Background: an optimization exercise with open tools, aiming at small area, a short achievable clock period and few clock cycles. Do not read the settings as production practice.
The RTL was checked by simulation tests, not by an equivalence proof against the original design.

==> flow/design.v (outline; a module is shown in full before it is edited, if it fits) <==
// module US_CSC: 1404 lines
module US_CSC (
   input  logic            Clock,
   input  logic            Resetn,
   output logic            SRAM_we_n,
   output logic   [17:0]   SRAM_address,
   input  logic   [15:0]   SRAM_read_data,
   output logic   [15:0]   SRAM_write_data,
   input  logic            US_CSC_enable,
   output logic            US_CSC_complete
);
  // ...
==> flow/flow/run.sh <==
#!/bin/bash
# The standard ORFS layout (standard.sh: standard synthesis, the design's clock
# period and constraints), with these changes to how the layout is made:
#  - repair_timing keeps 9 ns of setup slack as margin, so it also shortens paths
#    that already meet the 13.5 ns clock (upsizing, buffering, pin swaps);
#  - 60% core utilization;
#  - clock tree from clkbuf_16 cells with sink clusters of at most 24 sinks / 60 um.
# make's output goes to standard_run.log; ORFS keeps each step's log under orfs/logs/.
bash standard.sh SETUP_SLACK_MARGIN=9 CORE_UTILIZATION=60 \
  CTS_BUF_LIST=sky130_fd_sc_hd__clkbuf_16 CTS_CLUSTER_SIZE=24 CTS_CLUSTER_DIAMETER=60 \
  finish > standard_run.log 2>&1
==> flow/standard.sh <==
#!/bin/bash
# synth_recipe.tcl (not shown) runs the flow's synth.tcl, then flattens the netlist and writes it again
# the make line also repeats each setting of config.mk as NAME=value (left out here)
make -C /OpenROAD-flow-scripts/flow DESIGN_CONFIG=/design/flow/config.mk WORK_HOME=/design/flow/orfs CLKGATE_MAP_FILE= SYNTH_SCRIPT=/design/flow/synth_recipe.tcl "${@:-finish}"
==> flow/config.mk <==
export PLATFORM = sky130hd
export DESIGN_NAME = US_CSC
export DESIGN_NICKNAME = US_CSC
export VERILOG_FILES = /design/flow/design.v
export SDC_FILE = /design/flow/constraint.sdc
export NUM_CORES = 4
export LEC_CHECK = 0
export CAP_MARGIN = 20
export CORE_MARGIN = 2
export CORE_UTILIZATION = 40
export SLEW_MARGIN = 20
==> flow/constraint.sdc <==
create_clock -name core_clock -period 13.5 [get_ports {Clock}]
set_input_delay 2.7000 -clock core_clock [delete_from_list [all_inputs] [get_ports {Clock}]]
set_output_delay 2.7000 -clock core_clock [all_outputs]
set_load 0.01 [all_outputs]
==> impl_results.md, run 1 <==
- End point of the critical path: vp[9]
- Drt wl/cell: 18.5 microns
- Via/cell ratio: 5.51
- Max-area cell class: multi-input combinational cells
- Top-count cell post-synth: inv_1
- Number of global-route vias before repair: 14500
- Multi-In Gates: 1300
- Count of non-CTS inverters in the layout: 375
- Mux contribution to synthesized area: between 2 and 2.5%
- Clock transition at the registers of the reported paths: 0.08 ns
- Fillers: 2725
- Biggest regs: sr x104, SRAM_address x18, waddr x18
- Met2 Wirelength: 22100 microns
- First-pass GRT wire length: about 76000 microns
- Synth cell count leaders: 372 x inv_1, 214 x ha_1, 195 x fa_1
- Combinational family with the most area after synthesis: adder cells
- Endpoint, Worst Hold: sr[4][2]
- CP Class: reg -> reg
- Critical path origin: sA[6]
- Critical Path Max Stage Delay: about 0.50 ns
- Iteration-0 DRC Markers: 914
- H-tree Lvls: 1
- CP Cell Sequence: ha_4, ha_4, xor2_4, fa_1, fa_1, inv_1, fa_1, inv_1, ha_1, and2_4, nor3b_1, a221oi_2, buf_4, a21oi_4, a211oi_2, and2b_1, nor2_4, ha_4, and3_4
- Status: timing/DRC/antenna clean
- Core region area: around 35000 sq um
- Post-Syn Area: 21100 sq um
- DRT antenna net count: 0
- Synth Area in Compound Gates: between 9 and 10%
- Nets: 2557
- Final hold vios: 0
- Number of instances in the placed design: 2497
- Most frequent cells in the layout: 361 x inv_1, 203 x ha_1, 193 x fa_1
- Non-filler instance count after layout: 2603
- Slew @ Worst Pin: 1.02 ns
- Starting density of the core: 61.0%
- DR vias: 14300
- Critical path's top delay family: adder cells
Testbench counts, summed over its fixed seeds: cycles 1,536,168.
==> inputs of run 2 (changes only) <==
--- a/flow/design.v
+++ b/flow/design.v
@@ -25,17 +25,18 @@
 logic [9:0]  up3;           
 logic [7:0]  usel;
 logic [9:0]  ufr;           
 logic [9:0]  usel10;
 logic [7:0]  bufb, bufg;    
 logic [10:0] rreg, greg, breg;   
 logic [7:0]  rcl, gcl, bcl;      
 logic        osel1, osel2;       
-logic [8:0]  sA, sB, sC;    
+logic [9:0]  fD, fE;        
+logic [8:0]  fC;            
 logic e0, o0, e79, o78, o79;
 logic [7:0] ta, tb, tc, td, te, tf;
 logic na, nb, nd, ne, nf;
 assign na = ~(e0 | o0);
 assign nb = ~e0;
 assign nd = ~o79;
 assign ne = ~(e79 | o79);
 assign nf = ~(e79 | o78 | o79);
@@ -51,273 +52,437 @@
 end
 assign usel10 = (ph == 4'd3 || ph == 4'd6) ? ufr : {2'b00, sr[3]};
 assign usel = usel10[9] ? 8'd0 : (usel10[8] ? 8'hff : usel10[7:0]);
 assign rcl = rreg[10] ? 8'd0 : (rreg[9:8] != 2'd0 ? 8'hff : rreg[7:0]);
 assign gcl = greg[10] ? 8'd0 : (greg[9:8] != 2'd0 ? 8'hff : greg[7:0]);
 assign bcl = breg[10] ? 8'd0 : (breg[9:8] != 2'd0 ? 8'hff : breg[7:0]);
 assign vpc = vp[9] ? 8'd0 : (vp[8] ? 8'hff : vp[7:0]);
 assign SRAM_write_data = osel1 ? {bufb, rcl} : (osel2 ? {bufg, bufb} : {rcl, gcl});
-wire fs_w1 = sA[7] ^ sA[5];
-wire fs_w2 = sA[7] & sA[5];
-wire fs_w3 = sA[8] ^ sA[6];
-wire fs_w4 = sA[8] & sA[6];
-wire fs_w5 = sA[4] ^ sA[2];
-wire fs_w6 = sA[4] & sA[2];
-wire fs_w7 = sA[5] ^ sA[3] ^ sA[1];
-wire fs_w8 = (sA[5] & sA[3]) | (sA[5] & sA[1]) | (sA[3] & sA[1]);
-wire fs_w9 = ~sB[3] ^ ~sB[1] ^ ~sB[0];
-wire fs_w10 = (~sB[3] & ~sB[1]) | (~sB[3] & ~sB[0]) | (~sB[1] & ~sB[0]);
-wire fs_w11 = sA[6] ^ sA[4] ^ sA[2];
-wire fs_w12 = (sA[6] & sA[4]) | (sA[6] & sA[2]) | (sA[4] & sA[2]);
-wire fs_w13 = ~sB[4] ^ ~sB[2] ^ ~sB[1];
-wire fs_w14 = (~sB[4] & ~sB[2]) | (~sB[4] & ~sB[1]) | (~sB[2] & ~sB[1]);
-wire fs_w15 = sA[3] ^ ~sB[5] ^ ~sB[3];
-wire fs_w16 = (sA[3] & ~sB[5]) | (sA[3] & ~sB[3]) | (~sB[5] & ~sB[3]);
-wire fs_w17 = ~sB[2] ^ ~sC[7] ^ sC[2];
-wire fs_w18 = (~sB[2] & ~sC[7]) | (~sB[2] & sC[2]) | (~sC[7] & sC[2]);
-wire fs_w19 = sC[0] ^ 1'b1;
-wire fs_w20 = sC[0] & 1'b1;
-wire fs_w21 = sA[4] ^ ~sB[6] ^ ~sB[4];
-wire fs_w22 = (sA[4] & ~sB[6]) | (sA[4] & ~sB[4]) | (~sB[6] & ~sB[4]);
-wire fs_w23 = ~sB[3] ^ ~sC[8] ^ sC[3];
-wire fs_w24 = (~sB[3] & ~sC[8]) | (~sB[3] & sC[3]) | (~sC[8] & sC[3]);
-wire fs_w25 = sC[1] ^ fs_w3 ^ fs_w2;
-wire fs_w26 = (sC[1] & fs_w3) | (sC[1] & fs_w2) | (fs_w3 & fs_w2);
-wire fs_w27 = sA[7] ^ sA[5] ^ ~sB[7];
-wire fs_w28 = (sA[7] & sA[5]) | (sA[7] & ~sB[7]) | (sA[5] & ~sB[7]);
-wire fs_w29 = ~sB[5] ^ ~sB[4] ^ sC[4];
-wire fs_w30 = (~sB[5] & ~sB[4]) | (~sB[5] & sC[4]) | (~sB[4] & sC[4]);
-wire fs_w31 = sC[2] ^ 1'b1 ^ fs_w4;
-wire fs_w32 = (sC[2] & 1'b1) | (sC[2] & fs_w4) | (1'b1 & fs_w4);
-wire fs_w33 = sA[8] ^ sA[6] ^ ~sB[8];
-wire fs_w34 = (sA[8] & sA[6]) | (sA[8] & ~sB[8]) | (sA[6] & ~sB[8]);
-wire fs_w35 = ~sB[6] ^ ~sB[5] ^ sC[5];
-wire fs_w36 = (~sB[6] & ~sB[5]) | (~sB[6] & sC[5]) | (~sB[5] & sC[5]);
-wire fs_w37 = sC[3] ^ 1'b1;
-wire fs_w38 = sC[3] & 1'b1;
-wire fs_w39 = sA[7] ^ ~sB[7] ^ ~sB[6];
-wire fs_w40 = (sA[7] & ~sB[7]) | (sA[7] & ~sB[6]) | (~sB[7] & ~sB[6]);
-wire fs_w41 = sA[8] ^ ~sB[8];
-wire fs_w42 = sA[8] & ~sB[8];
-wire fs_w43 = sA[2] ^ sA[0];
-wire fs_w44 = sA[2] & sA[0];
-wire fs_w45 = sA[3] ^ sA[1];
-wire fs_w46 = sA[3] & sA[1];
-wire fs_w47 = sA[0] ^ ~sB[2] ^ ~sB[0];
-wire fs_w48 = (sA[0] & ~sB[2]) | (sA[0] & ~sB[0]) | (~sB[2] & ~sB[0]);
-wire fs_w49 = ~sC[4] ^ 1'b1;
-wire fs_w50 = ~sC[4] & 1'b1;
-wire fs_w51 = ~sC[5] ^ sC[0] ^ 1'b1;
-wire fs_w52 = (~sC[5] & sC[0]) | (~sC[5] & 1'b1) | (sC[0] & 1'b1);
-wire fs_w53 = fs_w7 ^ fs_w9 ^ fs_w6;
-wire fs_w54 = (fs_w7 & fs_w9) | (fs_w7 & fs_w6) | (fs_w9 & fs_w6);
-wire fs_w55 = ~sC[6] ^ sC[1] ^ fs_w11;
-wire fs_w56 = (~sC[6] & sC[1]) | (~sC[6] & fs_w11) | (sC[1] & fs_w11);
-wire fs_w57 = fs_w13 ^ fs_w8 ^ fs_w10;
-wire fs_w58 = (fs_w13 & fs_w8) | (fs_w13 & fs_w10) | (fs_w8 & fs_w10);
-wire fs_w59 = fs_w1 ^ fs_w15 ^ fs_w17;
-wire fs_w60 = (fs_w1 & fs_w15) | (fs_w1 & fs_w17) | (fs_w15 & fs_w17);
-wire fs_w61 = fs_w19 ^ fs_w12 ^ fs_w14;
-wire fs_w62 = (fs_w19 & fs_w12) | (fs_w19 & fs_w14) | (fs_w12 & fs_w14);
-wire fs_w63 = fs_w21 ^ fs_w23 ^ fs_w25;
-wire fs_w64 = (fs_w21 & fs_w23) | (fs_w21 & fs_w25) | (fs_w23 & fs_w25);
-wire fs_w65 = fs_w16 ^ fs_w18 ^ fs_w20;
-wire fs_w66 = (fs_w16 & fs_w18) | (fs_w16 & fs_w20) | (fs_w18 & fs_w20);
-wire fs_w67 = fs_w27 ^ fs_w29 ^ fs_w31;
-wire fs_w68 = (fs_w27 & fs_w29) | (fs_w27 & fs_w31) | (fs_w29 & fs_w31);
-wire fs_w69 = fs_w22 ^ fs_w24 ^ fs_w26;
-wire fs_w70 = (fs_w22 & fs_w24) | (fs_w22 & fs_w26) | (fs_w24 & fs_w26);
-wire fs_w71 = fs_w33 ^ fs_w35 ^ fs_w37;
-wire fs_w72 = (fs_w33 & fs_w35) | (fs_w33 & fs_w37) | (fs_w35 & fs_w37);
-wire fs_w73 = fs_w28 ^ fs_w30 ^ fs_w32;
-wire fs_w74 = (fs_w28 & fs_w30) | (fs_w28 & fs_w32) | (fs_w30 & fs_w32);
-wire fs_w75 = sC[6] ^ sC[4] ^ fs_w39;
-wire fs_w76 = (sC[6] & sC[4]) | (sC[6] & fs_w39) | (sC[4] & fs_w39);
-wire fs_w77 = fs_w34 ^ fs_w36 ^ fs_w38;
-wire fs_w78 = (fs_w34 & fs_w36) | (fs_w34 & fs_w38) | (fs_w36 & fs_w38);
-wire fs_w79 = ~sB[7] ^ sC[7] ^ sC[5];
-wire fs_w80 = (~sB[7] & sC[7]) | (~sB[7] & sC[5]) | (sC[7] & sC[5]);
-wire fs_w81 = 1'b1 ^ fs_w41 ^ fs_w40;
-wire fs_w82 = (1'b1 & fs_w41) | (1'b1 & fs_w40) | (fs_w41 & fs_w40);
-wire fs_w83 = ~sB[8] ^ sC[8] ^ sC[6];
-wire fs_w84 = (~sB[8] & sC[8]) | (~sB[8] & sC[6]) | (sC[8] & sC[6]);
-wire fs_w85 = ~sB[0] ^ ~sC[2];
-wire fs_w86 = ~sB[0] & ~sC[2];
-wire fs_w87 = ~sB[1] ^ ~sC[3] ^ fs_w45;
-wire fs_w88 = (~sB[1] & ~sC[3]) | (~sB[1] & fs_w45) | (~sC[3] & fs_w45);
-wire fs_w89 = fs_w5 ^ fs_w47 ^ fs_w49;
-wire fs_w90 = (fs_w5 & fs_w47) | (fs_w5 & fs_w49) | (fs_w47 & fs_w49);
-wire fs_w91 = fs_w51 ^ fs_w53 ^ fs_w48;
-wire fs_w92 = (fs_w51 & fs_w53) | (fs_w51 & fs_w48) | (fs_w53 & fs_w48);
-wire fs_w93 = fs_w55 ^ fs_w57 ^ fs_w52;
-wire fs_w94 = (fs_w55 & fs_w57) | (fs_w55 & fs_w52) | (fs_w57 & fs_w52);
-wire fs_w95 = fs_w59 ^ fs_w61 ^ fs_w56;
-wire fs_w96 = (fs_w59 & fs_w61) | (fs_w59 & fs_w56) | (fs_w61 & fs_w56);
-wire fs_w97 = fs_w63 ^ fs_w65 ^ fs_w60;
-wire fs_w98 = (fs_w63 & fs_w65) | (fs_w63 & fs_w60) | (fs_w65 & fs_w60);
-wire fs_w99 = fs_w67 ^ fs_w69 ^ fs_w64;
-wire fs_w100 = (fs_w67 & fs_w69) | (fs_w67 & fs_w64) | (fs_w69 & fs_w64);
-wire fs_w101 = fs_w71 ^ fs_w73 ^ fs_w68;
-wire fs_w102 = (fs_w71 & fs_w73) | (fs_w71 & fs_w68) | (fs_w73 & fs_w68);
-wire fs_w103 = fs_w75 ^ fs_w77 ^ fs_w72;
-wire fs_w104 = (fs_w75 & fs_w77) | (fs_w75 & fs_w72) | (fs_w77 & fs_w72);
-wire fs_w105 = fs_w79 ^ fs_w81 ^ fs_w76;
-wire fs_w106 = (fs_w79 & fs_w81) | (fs_w79 & fs_w76) | (fs_w81 & fs_w76);
-wire fs_w107 = fs_w42 ^ fs_w83 ^ fs_w80;
-wire fs_w108 = (fs_w42 & fs_w83) | (fs_w42 & fs_w80) | (fs_w83 & fs_w80);
-wire fs_w109 = sA[0] ^ ~sC[0];
-wire fs_w110 = sA[0] & ~sC[0];
-wire fs_w111 = sA[1] ^ ~sC[1];
-wire fs_w112 = sA[1] & ~sC[1];
-wire fs_w113 = 1'b1 ^ fs_w43 ^ fs_w85;
-wire fs_w114 = (1'b1 & fs_w43) | (1'b1 & fs_w85) | (fs_w43 & fs_w85);
-wire fs_w115 = fs_w44 ^ fs_w87 ^ fs_w86;
-wire fs_w116 = (fs_w44 & fs_w87) | (fs_w44 & fs_w86) | (fs_w87 & fs_w86);
-wire fs_w117 = fs_w46 ^ fs_w89 ^ fs_w88;
-wire fs_w118 = (fs_w46 & fs_w89) | (fs_w46 & fs_w88) | (fs_w89 & fs_w88);
-wire fs_w119 = fs_w50 ^ fs_w91 ^ fs_w90;
-wire fs_w120 = (fs_w50 & fs_w91) | (fs_w50 & fs_w90) | (fs_w91 & fs_w90);
-wire fs_w121 = fs_w54 ^ fs_w93 ^ fs_w92;
-wire fs_w122 = (fs_w54 & fs_w93) | (fs_w54 & fs_w92) | (fs_w93 & fs_w92);
-wire fs_w123 = fs_w58 ^ fs_w95 ^ fs_w94;
-wire fs_w124 = (fs_w58 & fs_w95) | (fs_w58 & fs_w94) | (fs_w95 & fs_w94);
-wire fs_w125 = fs_w62 ^ fs_w97 ^ fs_w96;
-wire fs_w126 = (fs_w62 & fs_w97) | (fs_w62 & fs_w96) | (fs_w97 & fs_w96);
-wire fs_w127 = fs_w66 ^ fs_w99 ^ fs_w98;
-wire fs_w128 = (fs_w66 & fs_w99) | (fs_w66 & fs_w98) | (fs_w99 & fs_w98);
-wire fs_w129 = fs_w70 ^ fs_w101 ^ fs_w100;
-wire fs_w130 = (fs_w70 & fs_w101) | (fs_w70 & fs_w100) | (fs_w101 & fs_w100);
-wire fs_w131 = fs_w74 ^ fs_w103 ^ fs_w102;
-wire fs_w132 = (fs_w74 & fs_w103) | (fs_w74 & fs_w102) | (fs_w103 & fs_w102);
-wire fs_w133 = fs_w78 ^ fs_w105 ^ fs_w104;
-wire fs_w134 = (fs_w78 & fs_w105) | (fs_w78 & fs_w104) | (fs_w105 & fs_w104);
-wire fs_w135 = fs_w82 ^ fs_w107 ^ fs_w106;
-wire fs_w136 = (fs_w82 & fs_w107) | (fs_w82 & fs_w106) | (fs_w107 & fs_w106);
-wire fs_w137 = sC[7] ^ fs_w84 ^ fs_w108;
-wire fs_w138 = (sC[7] & fs_w84) | (sC[7] & fs_w108) | (fs_w84 & fs_w108);
-wire fs_w139 = sC[8] ^ 1'b1;
-wire fs_w140 = sC[8] & 1'b1;
-wire fs_w141 = 1'b1 & fs_w109;
-wire fs_w142 = 1'b1 ^ fs_w109;
-wire fs_w143 = fs_w111 & fs_w110;
-wire fs_w144 = fs_w111 ^ fs_w110;
-wire fs_w145 = fs_w113 & fs_w112;
-wire fs_w146 = fs_w113 ^ fs_w112;
-wire fs_w147 = fs_w115 & fs_w114;
-wire fs_w148 = fs_w115 ^ fs_w114;
-wire fs_w149 = fs_w117 & fs_w116;
-wire fs_w150 = fs_w117 ^ fs_w116;
-wire fs_w151 = fs_w119 & fs_w118;
-wire fs_w152 = fs_w119 ^ fs_w118;
-wire fs_w153 = fs_w121 & fs_w120;
-wire fs_w154 = fs_w121 ^ fs_w120;
-wire fs_w155 = fs_w123 & fs_w122;
-wire fs_w156 = fs_w123 ^ fs_w122;
-wire fs_w157 = fs_w125 & fs_w124;
-wire fs_w158 = fs_w125 ^ fs_w124;
-wire fs_w159 = fs_w127 & fs_w126;
-wire fs_w160 = fs_w127 ^ fs_w126;
-wire fs_w161 = fs_w129 & fs_w128;
-wire fs_w162 = fs_w129 ^ fs_w128;
-wire fs_w163 = fs_w131 & fs_w130;
-wire fs_w164 = fs_w131 ^ fs_w130;
-wire fs_w165 = fs_w133 & fs_w132;
-wire fs_w166 = fs_w133 ^ fs_w132;
-wire fs_w167 = fs_w135 & fs_w134;
-wire fs_w168 = fs_w135 ^ fs_w134;
-wire fs_w169 = fs_w137 & fs_w136;
-wire fs_w170 = fs_w137 ^ fs_w136;
-wire fs_w171 = fs_w139 & fs_w138;
-wire fs_w172 = fs_w139 ^ fs_w138;
-wire fs_w173 = 1'b1 & fs_w140;
-wire fs_w174 = 1'b1 ^ fs_w140;
-wire fs_w175 = 1'b1 & 1'b0;
-wire fs_w176 = 1'b1 ^ 1'b0;
-wire fs_w177 = fs_w143 | (fs_w144 & fs_w141);
-wire fs_w178 = fs_w144 & fs_w142;
-wire fs_w179 = fs_w147 | (fs_w148 & fs_w145);
-wire fs_w180 = fs_w148 & fs_w146;
-wire fs_w181 = fs_w151 | (fs_w152 & fs_w149);
-wire fs_w182 = fs_w152 & fs_w150;
-wire fs_w183 = fs_w155 | (fs_w156 & fs_w153);
-wire fs_w184 = fs_w156 & fs_w154;
-wire fs_w185 = fs_w159 | (fs_w160 & fs_w157);
-wire fs_w186 = fs_w160 & fs_w158;
-wire fs_w187 = fs_w163 | (fs_w164 & fs_w161);
-wire fs_w188 = fs_w164 & fs_w162;
-wire fs_w189 = fs_w167 | (fs_w168 & fs_w165);
-wire fs_w190 = fs_w168 & fs_w166;
-wire fs_w191 = fs_w171 | (fs_w172 & fs_w169);
-wire fs_w192 = fs_w172 & fs_w170;
-wire fs_w193 = fs_w175 | (fs_w176 & fs_w173);
-wire fs_w194 = fs_w176 & fs_w174;
-wire fs_w195 = fs_w145 | (fs_w146 & fs_w177);
-wire fs_w196 = fs_w146 & fs_w178;
-wire fs_w197 = fs_w179 | (fs_w180 & fs_w177);
-wire fs_w198 = fs_w180 & fs_w178;
-wire fs_w199 = fs_w153 | (fs_w154 & fs_w181);
-wire fs_w200 = fs_w154 & fs_w182;
-wire fs_w201 = fs_w183 | (fs_w184 & fs_w181);
-wire fs_w202 = fs_w184 & fs_w182;
-wire fs_w203 = fs_w161 | (fs_w162 & fs_w185);
-wire fs_w204 = fs_w162 & fs_w186;
-wire fs_w205 = fs_w187 | (fs_w188 & fs_w185);
-wire fs_w206 = fs_w188 & fs_w186;
-wire fs_w207 = fs_w169 | (fs_w170 & fs_w189);
-wire fs_w208 = fs_w170 & fs_w190;
-wire fs_w209 = fs_w191 | (fs_w192 & fs_w189);
-wire fs_w210 = fs_w192 & fs_w190;
-wire fs_w211 = fs_w149 | (fs_w150 & fs_w197);
-wire fs_w212 = fs_w150 & fs_w198;
-wire fs_w213 = fs_w181 | (fs_w182 & fs_w197);
-wire fs_w214 = fs_w182 & fs_w198;
-wire fs_w215 = fs_w199 | (fs_w200 & fs_w197);
-wire fs_w216 = fs_w200 & fs_w198;
-wire fs_w217 = fs_w201 | (fs_w202 & fs_w197);
-wire fs_w218 = fs_w202 & fs_w198;
-wire fs_w219 = fs_w165 | (fs_w166 & fs_w205);
-wire fs_w220 = fs_w166 & fs_w206;
-wire fs_w221 = fs_w189 | (fs_w190 & fs_w205);
-wire fs_w222 = fs_w190 & fs_w206;
-wire fs_w223 = fs_w207 | (fs_w208 & fs_w205);
-wire fs_w224 = fs_w208 & fs_w206;
-wire fs_w225 = fs_w209 | (fs_w210 & fs_w205);
-wire fs_w226 = fs_w210 & fs_w206;
-wire fs_w227 = fs_w157 | (fs_w158 & fs_w217);
-wire fs_w228 = fs_w158 & fs_w218;
-wire fs_w229 = fs_w185 | (fs_w186 & fs_w217);
-wire fs_w230 = fs_w186 & fs_w218;
-wire fs_w231 = fs_w203 | (fs_w204 & fs_w217);
-wire fs_w232 = fs_w204 & fs_w218;
-wire fs_w233 = fs_w205 | (fs_w206 & fs_w217);
-wire fs_w234 = fs_w206 & fs_w218;
-wire fs_w235 = fs_w219 | (fs_w220 & fs_w217);
-wire fs_w236 = fs_w220 & fs_w218;
-wire fs_w237 = fs_w221 | (fs_w222 & fs_w217);
-wire fs_w238 = fs_w222 & fs_w218;
-wire fs_w239 = fs_w223 | (fs_w224 & fs_w217);
-wire fs_w240 = fs_w224 & fs_w218;
-wire fs_w241 = fs_w225 | (fs_w226 & fs_w217);
-wire fs_w242 = fs_w226 & fs_w218;
-wire fs_w243 = fs_w173 | (fs_w174 & fs_w241);
-wire fs_w244 = fs_w174 & fs_w242;
-wire fs_w245 = fs_w193 | (fs_w194 & fs_w241);
-wire fs_w246 = fs_w194 & fs_w242;
+wire dd_w1 = ta[1] ^ tf[1];
+wire dd_w2 = ta[1] & tf[1];
+wire dd_w3 = ta[2] ^ tf[2];
+wire dd_w4 = ta[2] & tf[2];
+wire dd_w5 = ta[3] ^ tf[3];
+wire dd_w6 = ta[3] & tf[3];
+wire dd_w7 = ta[4] ^ tf[4];
+wire dd_w8 = ta[4] & tf[4];
+wire dd_w9 = ta[5] ^ tf[5];
+wire dd_w10 = ta[5] & tf[5];
+wire dd_w11 = ta[6] ^ tf[6];
+wire dd_w12 = ta[6] & tf[6];
+wire dd_w13 = ta[7] ^ tf[7];
+wire dd_w14 = ta[7] & tf[7];
+wire dd_w15 = ta[0] ^ tf[0];
+wire dd_w16 = ta[0] & tf[0];
+wire dd_w17 = ~tb[1] ^ ~te[1] ^ 1'b1;
+wire dd_w18 = (~tb[1] & ~te[1]) | (~tb[1] & 1'b1) | (~te[1] & 1'b1);
+wire dd_w19 = ~tb[2] ^ ~te[2] ^ dd_w3;
+wire dd_w20 = (~tb[2] & ~te[2]) | (~tb[2] & dd_w3) | (~te[2] & dd_w3);
+wire dd_w21 = ~tb[3] ^ ~te[3] ^ dd_w5;
+wire dd_w22 = (~tb[3] & ~te[3]) | (~tb[3] & dd_w5) | (~te[3] & dd_w5);
+wire dd_w23 = ~tb[4] ^ ~te[4] ^ dd_w7;
+wire dd_w24 = (~tb[4] & ~te[4]) | (~tb[4] & dd_w7) | (~te[4] & dd_w7);
+wire dd_w25 = ~tb[5] ^ ~te[5] ^ dd_w9;
+wire dd_w26 = (~tb[5] & ~te[5]) | (~tb[5] & dd_w9) | (~te[5] & dd_w9);
+wire dd_w27 = ~tb[6] ^ ~te[6] ^ dd_w11;
+wire dd_w28 = (~tb[6] & ~te[6]) | (~tb[6] & dd_w11) | (~te[6] & dd_w11);
+wire dd_w29 = ~tb[7] ^ ~te[7] ^ dd_w13;
+wire dd_w30 = (~tb[7] & ~te[7]) | (~tb[7] & dd_w13) | (~te[7] & dd_w13);
+wire dd_w31 = ~tb[0] ^ ~te[0];
+wire dd_w32 = ~tb[0] & ~te[0];
+wire dd_w33 = dd_w1 ^ dd_w17 ^ dd_w16;
+wire dd_w34 = (dd_w1 & dd_w17) | (dd_w1 & dd_w16) | (dd_w17 & dd_w16);
+wire dd_w35 = dd_w2 ^ dd_w19 ^ dd_w18;
+wire dd_w36 = (dd_w2 & dd_w19) | (dd_w2 & dd_w18) | (dd_w19 & dd_w18);
+wire dd_w37 = dd_w4 ^ dd_w21 ^ dd_w20;
+wire dd_w38 = (dd_w4 & dd_w21) | (dd_w4 & dd_w20) | (dd_w21 & dd_w20);
+wire dd_w39 = dd_w6 ^ dd_w23 ^ dd_w22;
+wire dd_w40 = (dd_w6 & dd_w23) | (dd_w6 & dd_w22) | (dd_w23 & dd_w22);
+wire dd_w41 = dd_w8 ^ dd_w25 ^ dd_w24;
+wire dd_w42 = (dd_w8 & dd_w25) | (dd_w8 & dd_w24) | (dd_w25 & dd_w24);
+wire dd_w43 = dd_w10 ^ dd_w27 ^ dd_w26;
+wire dd_w44 = (dd_w10 & dd_w27) | (dd_w10 & dd_w26) | (dd_w27 & dd_w26);
+wire dd_w45 = dd_w12 ^ dd_w29 ^ dd_w28;
+wire dd_w46 = (dd_w12 & dd_w29) | (dd_w12 & dd_w28) | (dd_w29 & dd_w28);
+wire dd_w47 = dd_w14 ^ dd_w30;
+wire dd_w48 = dd_w14 & dd_w30;
+wire dd_w49 = dd_w15 & dd_w31;
+wire dd_w50 = dd_w15 ^ dd_w31;
+wire dd_w51 = dd_w33 & dd_w32;
+wire dd_w52 = dd_w33 ^ dd_w32;
+wire dd_w53 = dd_w35 & dd_w34;
+wire dd_w54 = dd_w35 ^ dd_w34;
+wire dd_w55 = dd_w37 & dd_w36;
+wire dd_w56 = dd_w37 ^ dd_w36;
+wire dd_w57 = dd_w39 & dd_w38;
+wire dd_w58 = dd_w39 ^ dd_w38;
+wire dd_w59 = dd_w41 & dd_w40;
+wire dd_w60 = dd_w41 ^ dd_w40;
+wire dd_w61 = dd_w43 & dd_w42;
+wire dd_w62 = dd_w43 ^ dd_w42;
+wire dd_w63 = dd_w45 & dd_w44;
+wire dd_w64 = dd_w45 ^ dd_w44;
+wire dd_w65 = dd_w47 & dd_w46;
+wire dd_w66 = dd_w47 ^ dd_w46;
+wire dd_w67 = 1'b1 & dd_w48;
+wire dd_w68 = 1'b1 ^ dd_w48;
+wire dd_w69 = dd_w51 | (dd_w52 & dd_w49);
+wire dd_w70 = dd_w52 & dd_w50;
+wire dd_w71 = dd_w55 | (dd_w56 & dd_w53);
+wire dd_w72 = dd_w56 & dd_w54;
+wire dd_w73 = dd_w59 | (dd_w60 & dd_w57);
+wire dd_w74 = dd_w60 & dd_w58;
+wire dd_w75 = dd_w63 | (dd_w64 & dd_w61);
+wire dd_w76 = dd_w64 & dd_w62;
+wire dd_w77 = dd_w67 | (dd_w68 & dd_w65);
+wire dd_w78 = dd_w68 & dd_w66;
+wire dd_w79 = dd_w53 | (dd_w54 & dd_w69);
+wire dd_w80 = dd_w54 & dd_w70;
+wire dd_w81 = dd_w71 | (dd_w72 & dd_w69);
+wire dd_w82 = dd_w72 & dd_w70;
+wire dd_w83 = dd_w61 | (dd_w62 & dd_w73);
+wire dd_w84 = dd_w62 & dd_w74;
+wire dd_w85 = dd_w75 | (dd_w76 & dd_w73);
+wire dd_w86 = dd_w76 & dd_w74;
+wire dd_w87 = dd_w57 | (dd_w58 & dd_w81);
+wire dd_w88 = dd_w58 & dd_w82;
+wire dd_w89 = dd_w73 | (dd_w74 & dd_w81);
+wire dd_w90 = dd_w74 & dd_w82;
+wire dd_w91 = dd_w83 | (dd_w84 & dd_w81);
+wire dd_w92 = dd_w84 & dd_w82;
+wire dd_w93 = dd_w85 | (dd_w86 & dd_w81);
+wire dd_w94 = dd_w86 & dd_w82;
+wire dd_w95 = dd_w65 | (dd_w66 & dd_w93);
+wire dd_w96 = dd_w66 & dd_w94;
+wire dd_w97 = dd_w77 | (dd_w78 & dd_w93);
+wire dd_w98 = dd_w78 & dd_w94;
+wire [9:0] dd_s;
+assign dd_s[0] = dd_w50 ^ 1'b0;
+assign dd_s[1] = dd_w52 ^ dd_w49;
+assign dd_s[2] = dd_w54 ^ dd_w69;
+assign dd_s[3] = dd_w56 ^ dd_w79;
+assign dd_s[4] = dd_w58 ^ dd_w81;
+assign dd_s[5] = dd_w60 ^ dd_w87;
+assign dd_s[6] = dd_w62 ^ dd_w89;
+assign dd_s[7] = dd_w64 ^ dd_w91;
+assign dd_s[8] = dd_w66 ^ dd_w93;
+assign dd_s[9] = dd_w68 ^ dd_w95;
+wire [9:0] dd_o = dd_s;
+wire de_w1 = ta[1] ^ tf[1];
+wire de_w2 = ta[1] & tf[1];
+wire de_w3 = ta[2] ^ tf[2];
+wire de_w4 = ta[2] & tf[2];
+wire de_w5 = ta[3] ^ tf[3];
+wire de_w6 = ta[3] & tf[3];
+wire de_w7 = ta[4] ^ tf[4];
+wire de_w8 = ta[4] & tf[4];
+wire de_w9 = ta[5] ^ tf[5];
+wire de_w10 = ta[5] & tf[5];
+wire de_w11 = ta[6] ^ tf[6];
+wire de_w12 = ta[6] & tf[6];
+wire de_w13 = ta[7] ^ tf[7];
+wire de_w14 = ta[7] & tf[7];
+wire de_w15 = ta[0] ^ tf[0];
+wire de_w16 = ta[0] & tf[0];
+wire de_w17 = ~tc[1] ^ ~td[1] ^ 1'b1;
+wire de_w18 = (~tc[1] & ~td[1]) | (~tc[1] & 1'b1) | (~td[1] & 1'b1);
+wire de_w19 = ~tc[2] ^ ~td[2] ^ de_w3;
+wire de_w20 = (~tc[2] & ~td[2]) | (~tc[2] & de_w3) | (~td[2] & de_w3);
+wire de_w21 = ~tc[3] ^ ~td[3] ^ de_w5;
+wire de_w22 = (~tc[3] & ~td[3]) | (~tc[3] & de_w5) | (~td[3] & de_w5);
+wire de_w23 = ~tc[4] ^ ~td[4] ^ de_w7;
+wire de_w24 = (~tc[4] & ~td[4]) | (~tc[4] & de_w7) | (~td[4] & de_w7);
+wire de_w25 = ~tc[5] ^ ~td[5] ^ de_w9;
+wire de_w26 = (~tc[5] & ~td[5]) | (~tc[5] & de_w9) | (~td[5] & de_w9);
+wire de_w27 = ~tc[6] ^ ~td[6] ^ de_w11;
+wire de_w28 = (~tc[6] & ~td[6]) | (~tc[6] & de_w11) | (~td[6] & de_w11);
+wire de_w29 = ~tc[7] ^ ~td[7] ^ de_w13;
+wire de_w30 = (~tc[7] & ~td[7]) | (~tc[7] & de_w13) | (~td[7] & de_w13);
+wire de_w31 = ~tc[0] ^ ~td[0];
+wire de_w32 = ~tc[0] & ~td[0];
+wire de_w33 = de_w1 ^ de_w17 ^ de_w16;
+wire de_w34 = (de_w1 & de_w17) | (de_w1 & de_w16) | (de_w17 & de_w16);
+wire de_w35 = de_w2 ^ de_w19 ^ de_w18;
+wire de_w36 = (de_w2 & de_w19) | (de_w2 & de_w18) | (de_w19 & de_w18);
+wire de_w37 = de_w4 ^ de_w21 ^ de_w20;
+wire de_w38 = (de_w4 & de_w21) | (de_w4 & de_w20) | (de_w21 & de_w20);
+wire de_w39 = de_w6 ^ de_w23 ^ de_w22;
+wire de_w40 = (de_w6 & de_w23) | (de_w6 & de_w22) | (de_w23 & de_w22);
+wire de_w41 = de_w8 ^ de_w25 ^ de_w24;
+wire de_w42 = (de_w8 & de_w25) | (de_w8 & de_w24) | (de_w25 & de_w24);
+wire de_w43 = de_w10 ^ de_w27 ^ de_w26;
+wire de_w44 = (de_w10 & de_w27) | (de_w10 & de_w26) | (de_w27 & de_w26);
+wire de_w45 = de_w12 ^ de_w29 ^ de_w28;
+wire de_w46 = (de_w12 & de_w29) | (de_w12 & de_w28) | (de_w29 & de_w28);
+wire de_w47 = de_w14 ^ de_w30;
+wire de_w48 = de_w14 & de_w30;
+wire de_w49 = de_w15 & de_w31;
+wire de_w50 = de_w15 ^ de_w31;
+wire de_w51 = de_w33 & de_w32;
+wire de_w52 = de_w33 ^ de_w32;
+wire de_w53 = de_w35 & de_w34;
+wire de_w54 = de_w35 ^ de_w34;
+wire de_w55 = de_w37 & de_w36;
+wire de_w56 = de_w37 ^ de_w36;
+wire de_w57 = de_w39 & de_w38;
+wire de_w58 = de_w39 ^ de_w38;
+wire de_w59 = de_w41 & de_w40;
+wire de_w60 = de_w41 ^ de_w40;
+wire de_w61 = de_w43 & de_w42;
+wire de_w62 = de_w43 ^ de_w42;
+wire de_w63 = de_w45 & de_w44;
+wire de_w64 = de_w45 ^ de_w44;
+wire de_w65 = de_w47 & de_w46;
+wire de_w66 = de_w47 ^ de_w46;
+wire de_w67 = 1'b1 & de_w48;
+wire de_w68 = 1'b1 ^ de_w48;
+wire de_w69 = de_w51 | (de_w52 & de_w49);
+wire de_w70 = de_w52 & de_w50;
+wire de_w71 = de_w55 | (de_w56 & de_w53);
+wire de_w72 = de_w56 & de_w54;
+wire de_w73 = de_w59 | (de_w60 & de_w57);
+wire de_w74 = de_w60 & de_w58;
+wire de_w75 = de_w63 | (de_w64 & de_w61);
+wire de_w76 = de_w64 & de_w62;
+wire de_w77 = de_w67 | (de_w68 & de_w65);
+wire de_w78 = de_w68 & de_w66;
+wire de_w79 = de_w53 | (de_w54 & de_w69);
+wire de_w80 = de_w54 & de_w70;
+wire de_w81 = de_w71 | (de_w72 & de_w69);
+wire de_w82 = de_w72 & de_w70;
+wire de_w83 = de_w61 | (de_w62 & de_w73);
+wire de_w84 = de_w62 & de_w74;
+wire de_w85 = de_w75 | (de_w76 & de_w73);
+wire de_w86 = de_w76 & de_w74;
+wire de_w87 = de_w57 | (de_w58 & de_w81);
+wire de_w88 = de_w58 & de_w82;
+wire de_w89 = de_w73 | (de_w74 & de_w81);
+wire de_w90 = de_w74 & de_w82;
+wire de_w91 = de_w83 | (de_w84 & de_w81);
+wire de_w92 = de_w84 & de_w82;
+wire de_w93 = de_w85 | (de_w86 & de_w81);
+wire de_w94 = de_w86 & de_w82;
+wire de_w95 = de_w65 | (de_w66 & de_w93);
+wire de_w96 = de_w66 & de_w94;
+wire de_w97 = de_w77 | (de_w78 & de_w93);
+wire de_w98 = de_w78 & de_w94;
+wire [9:0] de_s;
+assign de_s[0] = de_w50 ^ 1'b0;
+assign de_s[1] = de_w52 ^ de_w49;
+assign de_s[2] = de_w54 ^ de_w69;
+assign de_s[3] = de_w56 ^ de_w79;
+assign de_s[4] = de_w58 ^ de_w81;
+assign de_s[5] = de_w60 ^ de_w87;
+assign de_s[6] = de_w62 ^ de_w89;
+assign de_s[7] = de_w64 ^ de_w91;
+assign de_s[8] = de_w66 ^ de_w93;
+assign de_s[9] = de_w68 ^ de_w95;
+wire [9:0] de_o = de_s;
+wire fs_w1 = fD[5] ^ fD[3];
+wire fs_w2 = fD[5] & fD[3];
+wire fs_w3 = fD[6] ^ fD[4];
+wire fs_w4 = fD[6] & fD[4];
+wire fs_w5 = fD[7] ^ fD[5] ^ fD[4];
+wire fs_w6 = (fD[7] & fD[5]) | (fD[7] & fD[4]) | (fD[5] & fD[4]);
+wire fs_w7 = fD[8] ^ fD[6];
+wire fs_w8 = fD[8] & fD[6];
+wire fs_w9 = fD[3] ^ fD[1] ^ fD[0];
+wire fs_w10 = (fD[3] & fD[1]) | (fD[3] & fD[0]) | (fD[1] & fD[0]);
+wire fs_w11 = fD[4] ^ fD[2] ^ fD[1];
+wire fs_w12 = (fD[4] & fD[2]) | (fD[4] & fD[1]) | (fD[2] & fD[1]);
+wire fs_w13 = fD[2] ^ fE[7] ^ ~fE[2];
+wire fs_w14 = (fD[2] & fE[7]) | (fD[2] & ~fE[2]) | (fE[7] & ~fE[2]);
+wire fs_w15 = fC[0] ^ 1'b1;
+wire fs_w16 = fC[0] & 1'b1;
+wire fs_w17 = fD[3] ^ fE[8] ^ ~fE[3];
+wire fs_w18 = (fD[3] & fE[8]) | (fD[3] & ~fE[3]) | (fE[8] & ~fE[3]);
+wire fs_w19 = fC[1] ^ fs_w3 ^ fs_w2;
+wire fs_w20 = (fC[1] & fs_w3) | (fC[1] & fs_w2) | (fs_w3 & fs_w2);
+wire fs_w21 = ~fE[9] ^ ~fE[4] ^ fC[2];
+wire fs_w22 = (~fE[9] & ~fE[4]) | (~fE[9] & fC[2]) | (~fE[4] & fC[2]);
+wire fs_w23 = 1'b1 ^ fs_w5 ^ fs_w4;
+wire fs_w24 = (1'b1 & fs_w5) | (1'b1 & fs_w4) | (fs_w5 & fs_w4);
+wire fs_w25 = fD[5] ^ ~fE[5] ^ fC[3];
+wire fs_w26 = (fD[5] & ~fE[5]) | (fD[5] & fC[3]) | (~fE[5] & fC[3]);
+wire fs_w27 = 1'b1 ^ fs_w7 ^ fs_w6;
+wire fs_w28 = (1'b1 & fs_w7) | (1'b1 & fs_w6) | (fs_w7 & fs_w6);
+wire fs_w29 = ~fD[9] ^ fD[7] ^ fD[6];
+wire fs_w30 = (~fD[9] & fD[7]) | (~fD[9] & fD[6]) | (fD[7] & fD[6]);
+wire fs_w31 = ~fE[6] ^ fC[4] ^ fs_w8;
+wire fs_w32 = (~fE[6] & fC[4]) | (~fE[6] & fs_w8) | (fC[4] & fs_w8);
+wire fs_w33 = fD[8] ^ fD[7] ^ ~fE[7];
+wire fs_w34 = (fD[8] & fD[7]) | (fD[8] & ~fE[7]) | (fD[7] & ~fE[7]);
+wire fs_w35 = fC[5] ^ 1'b1;
+wire fs_w36 = fC[5] & 1'b1;
+wire fs_w37 = ~fD[9] ^ fD[8] ^ ~fE[8];
+wire fs_w38 = (~fD[9] & fD[8]) | (~fD[9] & ~fE[8]) | (fD[8] & ~fE[8]);
+wire fs_w39 = ~fD[9] ^ fE[9];
+wire fs_w40 = ~fD[9] & fE[9];
+wire fs_w41 = fE[5] ^ ~fE[0];
+wire fs_w42 = fE[5] & ~fE[0];
+wire fs_w43 = fE[6] ^ ~fE[1] ^ fs_w11;
+wire fs_w44 = (fE[6] & ~fE[1]) | (fE[6] & fs_w11) | (~fE[1] & fs_w11);
+wire fs_w45 = fs_w1 ^ fs_w13 ^ fs_w15;
+wire fs_w46 = (fs_w1 & fs_w13) | (fs_w1 & fs_w15) | (fs_w13 & fs_w15);
+wire fs_w47 = fs_w17 ^ fs_w19 ^ fs_w14;
+wire fs_w48 = (fs_w17 & fs_w19) | (fs_w17 & fs_w14) | (fs_w19 & fs_w14);
+wire fs_w49 = fs_w21 ^ fs_w23 ^ fs_w18;
+wire fs_w50 = (fs_w21 & fs_w23) | (fs_w21 & fs_w18) | (fs_w23 & fs_w18);
+wire fs_w51 = fs_w25 ^ fs_w27 ^ fs_w22;
+wire fs_w52 = (fs_w25 & fs_w27) | (fs_w25 & fs_w22) | (fs_w27 & fs_w22);
+wire fs_w53 = fs_w29 ^ fs_w31 ^ fs_w26;
+wire fs_w54 = (fs_w29 & fs_w31) | (fs_w29 & fs_w26) | (fs_w31 & fs_w26);
+wire fs_w55 = fs_w33 ^ fs_w35 ^ fs_w30;
+wire fs_w56 = (fs_w33 & fs_w35) | (fs_w33 & fs_w30) | (fs_w35 & fs_w30);
+wire fs_w57 = fC[6] ^ fs_w37 ^ fs_w34;
+wire fs_w58 = (fC[6] & fs_w37) | (fC[6] & fs_w34) | (fs_w37 & fs_w34);
+wire fs_w59 = fC[7] ^ 1'b1 ^ fs_w39;
+wire fs_w60 = (fC[7] & 1'b1) | (fC[7] & fs_w39) | (1'b1 & fs_w39);
+wire fs_w61 = fD[2] ^ fD[0];
+wire fs_w62 = fD[2] & fD[0];
+wire fs_w63 = 1'b1 ^ fs_w9 ^ fs_w41;
+wire fs_w64 = (1'b1 & fs_w9) | (1'b1 & fs_w41) | (fs_w9 & fs_w41);
+wire fs_w65 = fs_w10 ^ fs_w43 ^ fs_w42;
+wire fs_w66 = (fs_w10 & fs_w43) | (fs_w10 & fs_w42) | (fs_w43 & fs_w42);
+wire fs_w67 = fs_w12 ^ fs_w45 ^ fs_w44;
+wire fs_w68 = (fs_w12 & fs_w45) | (fs_w12 & fs_w44) | (fs_w45 & fs_w44);
+wire fs_w69 = fs_w16 ^ fs_w47 ^ fs_w46;
+wire fs_w70 = (fs_w16 & fs_w47) | (fs_w16 & fs_w46) | (fs_w47 & fs_w46);
+wire fs_w71 = fs_w20 ^ fs_w49 ^ fs_w48;
+wire fs_w72 = (fs_w20 & fs_w49) | (fs_w20 & fs_w48) | (fs_w49 & fs_w48);
+wire fs_w73 = fs_w24 ^ fs_w51 ^ fs_w50;
+wire fs_w74 = (fs_w24 & fs_w51) | (fs_w24 & fs_w50) | (fs_w51 & fs_w50);
+wire fs_w75 = fs_w28 ^ fs_w53 ^ fs_w52;
+wire fs_w76 = (fs_w28 & fs_w53) | (fs_w28 & fs_w52) | (fs_w53 & fs_w52);
+wire fs_w77 = fs_w32 ^ fs_w55 ^ fs_w54;
+wire fs_w78 = (fs_w32 & fs_w55) | (fs_w32 & fs_w54) | (fs_w55 & fs_w54);
+wire fs_w79 = fs_w36 ^ fs_w57 ^ fs_w56;
+wire fs_w80 = (fs_w36 & fs_w57) | (fs_w36 & fs_w56) | (fs_w57 & fs_w56);
+wire fs_w81 = fs_w38 ^ fs_w59 ^ fs_w58;
+wire fs_w82 = (fs_w38 & fs_w59) | (fs_w38 & fs_w58) | (fs_w59 & fs_w58);
+wire fs_w83 = fC[8] ^ fs_w40 ^ fs_w60;
+wire fs_w84 = (fC[8] & fs_w40) | (fC[8] & fs_w60) | (fs_w40 & fs_w60);
+wire fs_w85 = fE[0] & 1'b0;
+wire fs_w86 = fE[0] ^ 1'b0;
+wire fs_w87 = fE[1] & 1'b0;
+wire fs_w88 = fE[1] ^ 1'b0;
+wire fs_w89 = fD[0] & fE[2];
+wire fs_w90 = fD[0] ^ fE[2];
+wire fs_w91 = fD[1] & fE[3];
+wire fs_w92 = fD[1] ^ fE[3];
+wire fs_w93 = fE[4] & fs_w61;
+wire fs_w94 = fE[4] ^ fs_w61;
+wire fs_w95 = fs_w63 & fs_w62;
+wire fs_w96 = fs_w63 ^ fs_w62;
+wire fs_w97 = fs_w65 & fs_w64;
+wire fs_w98 = fs_w65 ^ fs_w64;
+wire fs_w99 = fs_w67 & fs_w66;
+wire fs_w100 = fs_w67 ^ fs_w66;
+wire fs_w101 = fs_w69 & fs_w68;
+wire fs_w102 = fs_w69 ^ fs_w68;
+wire fs_w103 = fs_w71 & fs_w70;
+wire fs_w104 = fs_w71 ^ fs_w70;
+wire fs_w105 = fs_w73 & fs_w72;
+wire fs_w106 = fs_w73 ^ fs_w72;
+wire fs_w107 = fs_w75 & fs_w74;
+wire fs_w108 = fs_w75 ^ fs_w74;
+wire fs_w109 = fs_w77 & fs_w76;
+wire fs_w110 = fs_w77 ^ fs_w76;
+wire fs_w111 = fs_w79 & fs_w78;
+wire fs_w112 = fs_w79 ^ fs_w78;
+wire fs_w113 = fs_w81 & fs_w80;
+wire fs_w114 = fs_w81 ^ fs_w80;
+wire fs_w115 = fs_w83 & fs_w82;
+wire fs_w116 = fs_w83 ^ fs_w82;
+wire fs_w117 = 1'b1 & fs_w84;
+wire fs_w118 = 1'b1 ^ fs_w84;
+wire fs_w119 = 1'b1 & 1'b0;
+wire fs_w120 = 1'b1 ^ 1'b0;
+wire fs_w121 = fs_w87 | (fs_w88 & fs_w85);
+wire fs_w122 = fs_w88 & fs_w86;
+wire fs_w123 = fs_w91 | (fs_w92 & fs_w89);
+wire fs_w124 = fs_w92 & fs_w90;
+wire fs_w125 = fs_w95 | (fs_w96 & fs_w93);
+wire fs_w126 = fs_w96 & fs_w94;
+wire fs_w127 = fs_w99 | (fs_w100 & fs_w97);
+wire fs_w128 = fs_w100 & fs_w98;
+wire fs_w129 = fs_w103 | (fs_w104 & fs_w101);
+wire fs_w130 = fs_w104 & fs_w102;
+wire fs_w131 = fs_w107 | (fs_w108 & fs_w105);
+wire fs_w132 = fs_w108 & fs_w106;
+wire fs_w133 = fs_w111 | (fs_w112 & fs_w109);
+wire fs_w134 = fs_w112 & fs_w110;
+wire fs_w135 = fs_w115 | (fs_w116 & fs_w113);
+wire fs_w136 = fs_w116 & fs_w114;
+wire fs_w137 = fs_w119 | (fs_w120 & fs_w117);
+wire fs_w138 = fs_w120 & fs_w118;
+wire fs_w139 = fs_w89 | (fs_w90 & fs_w121);
+wire fs_w140 = fs_w90 & fs_w122;
+wire fs_w141 = fs_w123 | (fs_w124 & fs_w121);
+wire fs_w142 = fs_w124 & fs_w122;
+wire fs_w143 = fs_w97 | (fs_w98 & fs_w125);
+wire fs_w144 = fs_w98 & fs_w126;
+wire fs_w145 = fs_w127 | (fs_w128 & fs_w125);
+wire fs_w146 = fs_w128 & fs_w126;
+wire fs_w147 = fs_w105 | (fs_w106 & fs_w129);
+wire fs_w148 = fs_w106 & fs_w130;
+wire fs_w149 = fs_w131 | (fs_w132 & fs_w129);
+wire fs_w150 = fs_w132 & fs_w130;
+wire fs_w151 = fs_w113 | (fs_w114 & fs_w133);
+wire fs_w152 = fs_w114 & fs_w134;
+wire fs_w153 = fs_w135 | (fs_w136 & fs_w133);
+wire fs_w154 = fs_w136 & fs_w134;
+wire fs_w155 = fs_w93 | (fs_w94 & fs_w141);
+wire fs_w156 = fs_w94 & fs_w142;
+wire fs_w157 = fs_w125 | (fs_w126 & fs_w141);
+wire fs_w158 = fs_w126 & fs_w142;
+wire fs_w159 = fs_w143 | (fs_w144 & fs_w141);
+wire fs_w160 = fs_w144 & fs_w142;
+wire fs_w161 = fs_w145 | (fs_w146 & fs_w141);
+wire fs_w162 = fs_w146 & fs_w142;
+wire fs_w163 = fs_w109 | (fs_w110 & fs_w149);
+wire fs_w164 = fs_w110 & fs_w150;
+wire fs_w165 = fs_w133 | (fs_w134 & fs_w149);
+wire fs_w166 = fs_w134 & fs_w150;
+wire fs_w167 = fs_w151 | (fs_w152 & fs_w149);
+wire fs_w168 = fs_w152 & fs_w150;
+wire fs_w169 = fs_w153 | (fs_w154 & fs_w149);
+wire fs_w170 = fs_w154 & fs_w150;
+wire fs_w171 = fs_w101 | (fs_w102 & fs_w161);
+wire fs_w172 = fs_w102 & fs_w162;
+wire fs_w173 = fs_w129 | (fs_w130 & fs_w161);
+wire fs_w174 = fs_w130 & fs_w162;
+wire fs_w175 = fs_w147 | (fs_w148 & fs_w161);
+wire fs_w176 = fs_w148 & fs_w162;
+wire fs_w177 = fs_w149 | (fs_w150 & fs_w161);
+wire fs_w178 = fs_w150 & fs_w162;
+wire fs_w179 = fs_w163 | (fs_w164 & fs_w161);
+wire fs_w180 = fs_w164 & fs_w162;
+wire fs_w181 = fs_w165 | (fs_w166 & fs_w161);
+wire fs_w182 = fs_w166 & fs_w162;
+wire fs_w183 = fs_w167 | (fs_w168 & fs_w161);
+wire fs_w184 = fs_w168 & fs_w162;
+wire fs_w185 = fs_w169 | (fs_w170 & fs_w161);
+wire fs_w186 = fs_w170 & fs_w162;
+wire fs_w187 = fs_w117 | (fs_w118 & fs_w185);
+wire fs_w188 = fs_w118 & fs_w186;
+wire fs_w189 = fs_w137 | (fs_w138 & fs_w185);
+wire fs_w190 = fs_w138 & fs_w186;
 wire [17:0] fs_s;
-assign fs_s[8] = fs_w158 ^ fs_w217;
-assign fs_s[9] = fs_w160 ^ fs_w227;
-assign fs_s[10] = fs_w162 ^ fs_w229;
-assign fs_s[11] = fs_w164 ^ fs_w231;
-assign fs_s[12] = fs_w166 ^ fs_w233;
-assign fs_s[13] = fs_w168 ^ fs_w235;
-assign fs_s[14] = fs_w170 ^ fs_w237;
-assign fs_s[15] = fs_w172 ^ fs_w239;
-assign fs_s[16] = fs_w174 ^ fs_w241;
-assign fs_s[17] = fs_w176 ^ fs_w243;
+assign fs_s[8] = fs_w102 ^ fs_w161;
+assign fs_s[9] = fs_w104 ^ fs_w171;
+assign fs_s[10] = fs_w106 ^ fs_w173;
+assign fs_s[11] = fs_w108 ^ fs_w175;
+assign fs_s[12] = fs_w110 ^ fs_w177;
+assign fs_s[13] = fs_w112 ^ fs_w179;
+assign fs_s[14] = fs_w114 ^ fs_w181;
+assign fs_s[15] = fs_w116 ^ fs_w183;
+assign fs_s[16] = fs_w118 ^ fs_w185;
+assign fs_s[17] = fs_w120 ^ fs_w187;
 assign fs_s[7:0] = 8'd0;
 logic [7:0] fout;
 wire [9:0] fo10 = {fs_s[17], fs_s[16], fs_s[15:8]};
 assign fout = fs_s[17] ? 8'd0 : (fs_s[16] ? 8'hff : fs_s[15:8]);
 wire rs_w1 = yp[7] ^ yp[5] ^ yp[3];
 wire rs_w2 = (yp[7] & yp[5]) | (yp[7] & yp[3]) | (yp[5] & yp[3]);
 wire rs_w3 = yp[0] ^ vpc[5];
 wire rs_w4 = yp[0] & vpc[5];
@@ -1332,19 +1497,19 @@
 assign bb = bs_s[26] ? 8'd0 : (bs_s[25:24] != 2'd0 ? 8'hff : bs_s[23:16]);
 integer i;
 always_ff @(posedge Clock) begin
    e0  <= (col == 7'd0)  && (ph == 4'd0 || ph == 4'd1);
    e79 <= (col == 7'd79) && (ph == 4'd0 || ph == 4'd1);
    o0  <= (col == 7'd0)  && (ph == 4'd3 || ph == 4'd4);
    o78 <= (col == 7'd78) && (ph == 4'd3 || ph == 4'd4);
    o79 <= (col == 7'd79) && (ph == 4'd3 || ph == 4'd4);
-   sA <= {1'b0, ta} + {1'b0, tf};
-   sB <= {1'b0, tb} + {1'b0, te};
-   sC <= {1'b0, tc} + {1'b0, td};
+   fD <= dd_o;
+   fE <= de_o;
+   fC <= {1'b0, tc} + {1'b0, td};
    ufr <= fo10;
    if (ph == 4'd2 || ph == 4'd5) yp <= SRAM_read_data[15:8];
    else                          yp <= ys;
    up <= usel;
    up3 <= {2'b00, usel} + {1'b0, usel, 1'b0};
    if (ph == 4'd3 || ph == 4'd6) vp <= fo10;
    else                          vp <= {2'b00, sr[4]};
    ys <= SRAM_read_data[7:0];    
==> flow/flow/run.sh (replaced) <==
#!/bin/bash
# Standard ORFS layout at the design's clock period and constraints; repair_timing
# is asked to keep extra setup slack so it works on the longest paths.
bash standard.sh SETUP_SLACK_MARGIN=9 CORE_UTILIZATION=60 CTS_BUF_LIST=sky130_fd_sc_hd__clkbuf_16 CTS_CLUSTER_SIZE=24 CTS_CLUSTER_DIAMETER=60 finish > standard_run.log 2>&1
==> run 2 against run 1 <==
Effect of this change: highest routed layer unchanged; non-clock buffer count increased by 20; cell area grew 1.1%; global-route usage increased by 0.16 points; utilization shrank 0.77 points; via count is 0.75% lower; clock-buffer cell count grew 1; worst hold slack worse by 0.0056 ns; area after synthesis is 1.2% higher.
==> impl_results.md, run 2 <==
- Status: timing/DRC/antenna clean (unchanged)
- Post-route clock period utilization: 33.7% (was 34.1%)
- Biggest regs: sr x104, SRAM_address x18, waddr x18 (unchanged)
- Post-synthesis sequential element count: 306 (was 304)
- Detailed placement HPWL: 37700 microns (was 37200 microns)
- Cell row count: 69 (was 68)
- Initial antenna violation count: 1 (was 0)
- # diodes: 0 (unchanged)
- Largest Register: sr (unchanged)
- Critical path's top delay family: buffers and inverters (was adder cells)
- Met1 wire length: 23600 microns (was 22100 microns)
- Starting density of the core: 60.4% (was 61.0%)
- Final max-slew violation count: 0 (unchanged)
- Worst r2r src: vp[8] (was sA[6])
- Critical Path Max Stage Delay: 0.37 ns (was 0.50 ns)
- Die H: 193 microns (was 191 microns)
- Fillers: 2761 (was 2725)
- H-tree Lvls: 1 (unchanged)
- Via/cell ratio: 5.43 (was 5.51)
- Core region area: 35300 sq um (was 34500 sq um)
- Die Wd: 193 microns (was 191 microns)
- Worst-Skew Late Latency: 0.56 ns (was 0.59 ns)
- RSZ-0062 raised after global routing: true (unchanged)
- CTS tree: built (unchanged)
- Critical Path Slowest Stage Cell: dfxtp_4 (was fa_1)
- Inserted Clock Buffers: 25 (unchanged)
- Largest net degree at the start of global routing: 89 (was 84)
- Met2 Wirelength: 21200 microns (was 22100 microns)
- Post-Syn Area: 21300 sq um (was 21100 sq um)
- Nets: 2596 (was 2557)
- Worst Setup Start Kind: flip-flop (unchanged)
- Fin Setup TNS: 0 ns (unchanged)
- Seq/Total Area, Yosys: 34.9% (was 35.1%)
- Top-count cell post-synth: inv_1 (unchanged)
- Tot GR Track Use: 27.4% (was 27.3%)
- Number of I/O pins: 55 (unchanged)
- Cell area after layout: 24100 sq um (was 23800 sq um)
- WP buf/inv: 2 (was 3)
- Critical path origin: greg[8] (was sA[6])
- Layout cells sized above 1: 12.8% (was 13.7%)
- Area leader, netlist: fa_1 (unchanged)
- Setup Skew: 0.0327 ns (was 0.0274 ns)
- Number of synthesized flops with an enable pin: 104 (unchanged)
- Area grow syn2layout: 13.1% (was 13.2%)
- First-pass GRT wire length: 77300 microns (was 76300 microns)
- Max-cap viol count: 0 (unchanged)
- Leading cell type in the layout, fill and taps excluded: inv_1 (unchanged)
- CTS Sinks: 306 (was 304)
- CP Cell Sequence: buf_4, nor2_2, nor3_1, a211oi_1, a21oi_1, dlygate4sd2_1 (was ha_4, ha_4, xor2_4, fa_1, fa_1, inv_1, fa_1, inv_1, ha_1, and2_4, nor3b_1, a221oi_2, buf_4, a21oi_4, a211oi_2, and2b_1, nor2_4, ha_4, and3_4)
- Max-slew headroom: 39.4% (was 32.2%)
- Min-delay worst type: reg -> reg (unchanged)
- PortBufs: 54 (unchanged)
- F_max: 0.220 GHz (was 0.217 GHz)
- Total wire length: 48700 microns (was 48100 microns)
- CP Max Fanout: 5 (was 3)
- Multi-input gate area: 12400 sq um (about the same)
- Netlist cell types: 71 (was 70)
- Worst path required time: 10.80 ns (was 14.02 ns)
- Syn_nets: 2479 (was 2461)
- Max FFs per register: 104 (unchanged)
- Crit path DAT: 1.85 ns (was 5.12 ns)
- DRT Pass-1 Iters: 5 (unchanged)
- Post-Route Utilization: 68.3% (was 69.0%)
- Root Buffer: clkbuf_16 (unchanged)
- Most frequent cells in the layout: 397 x inv_1, 215 x ha_1, 213 x fa_1 (was 361 x inv_1, 203 x ha_1, 193 x fa_1)
- Synthesized area per cell: 10.5 sq um (was 10.4 sq um)
- Hold_sp: sr[12][6] (was sr[5][2])
- Total die area: 37100 sq um (was 36600 sq um)
- Grt total ovfl: 0 (unchanged)
- CP Class: reg -> out (was reg -> reg)
- DR vias: 14200 (was 14300)
- Crit path capture type: primary output (was flip-flop)
- Warnings, synthesis: 2 (unchanged)
- Clock transition at the registers of the reported paths: 0.08 ns (about the same)
- Routability cong.: 0.939 (was 0.936)
- Top post-synthesis cells by area: fa_1 20%, edfxtp_1 15%, dfxtp_1 14% (was fa_1 19%, edfxtp_1 15%, dfxtp_1 14%)
- DRC errors left: 0 (unchanged)
- Final hold vios: 0 (unchanged)
- Slew @ Worst Pin: 0.908 ns (was 1.02 ns)
- Number of global-route vias before repair: 14200 (was 14500)
- Top-area cell type share of the netlist area: 20.3% (was 18.5%)
- Uppermost layer routed: met4 (unchanged)
- Drt wl/cell: 18.6 microns (was 18.5 microns)
- Synth Flop Type: dfxtp_1 (unchanged)
- Final setup violation count: 0 (unchanged)
- Placed Area: 22400 sq um (was 22100 sq um)
- Asr flop ratio synth: 15.7% (was 15.8%)
- CTS Buffer Depth: 3 (unchanged)
- DRT antenna net count: 0 (unchanged)
- Min cycle time layout: 4.55 ns (was 4.60 ns)
- Synth cell count leaders: 408 x inv_1, 220 x ha_1, 216 x fa_1 (was 372 x inv_1, 214 x ha_1, 195 x fa_1)
- Reg area: 7510 sq um (was 7470 sq um)
- Metal3 WL: 3000 microns (was 2850 microns)
- Post-Syn Instances: 2024 (was 2033)
- Iteration-0 DRC Markers: 963 (was 914)
[run 2: final timing paths]
kind | to | slack (ns) | cells past startpoint
max in group asynchronous | fr[0] | 10.82 | 2
min | sr[11][6] | 0.41 | 0
max reg2reg | greg[7] | 9.00 | 16
min in group asynchronous | col[5] | 2.24 | 2
min reg2reg | sr[11][6] | 0.41 | 0
max | SRAM_write_data[3] | 8.95 | 6
[run 2: metal layers]
layer | global-route usage, % | up-vias
met1 | 41.7 | 6990
met5 | 0 | -
met3 | 4.46 | 60
met2 | 41.4 | 380
li1 | - | 6809
met4 | 6.19 | 0
[run 2: kinds of logic after synthesis]
family                   after synthesis  synth area share, %
buffers and inverters                461                 8.17
adder cells (fa/ha/maj)              436                 33.2
AND/OR/NAND/NOR                      383                 8.39
flip-flops                           306                 34.9
AO/OA/AOI/OAI                        300                 9.32
XOR/XNOR                              97                 3.98
multiplexers                          41                 2.07
[run 2: per-stage QoR]
| step | worst slack (ns) | hold WS [ns] | cells |
|---|---|---|---|
| floorplan | 9.00 | 0.400 | 2024 |
| global placement | 8.45 | 0.400 | 2494 |
| detailed placement | 8.37 | 0.405 | 2494 |
| CTS | 8.83 | 0.413 | 2580 |
| global route | 8.84 | 0.427 | 2620 |
| finish | 8.95 | 0.411 | 2620 |
[run 2: cell type report]
type	instances	share of cell area [%]
Timing Repair Buffer	143	4.99
Inverter	408	6.52
Tap cell	461	2.39
Multi-Input combinational cell	1257	51.4
Clock buffer	26	2.70
Sequential cell	306	31.1
Clock inverter	19	0.877
[run 2: what timing repair did]
item | 4_1_cts | 5_1_grt
gates resized for setup | 71 | 45
pin swaps | 17 | 31
setup endpoints to repair | 48 | 36
setup buffers | 41 | 40
hold buffers | 0 | 0
Testbench counts of run 2, summed over its fixed seeds: cycles 1,536,168.

-- what the ideal ports hide --
The results above use ideal ports. As a check the final layouts listed here were re-extracted and re-timed, cells and wires unchanged. Step 1, drivers: a clkbuf_16 drives Clock and a buf_2 each remaining input, both assumed. Step 2 adds t to the input delays and takes it off the output delays; t is the mean of the earliest and latest rising clock arrival at the registers after step 1. Input paths then give back, and output paths get back, about the clock's delay inside the block. Slacks: no drivers / after step 1 / after step 2; pairs: no drivers / after step 1.
run	t (ns)	setup WS [ns]	clock arrival spread, ns	worst slew at a driven data input, ns	cell pins on the clock port's net
run 1	0.629	8.897 / 8.897 / 8.897	0.028 / 0.028	0.04	1
run 2	0.598	8.951 / 8.896 / 9.003	0.038 / 0.038	0.04	1
After both steps every run listed still meets setup and hold.
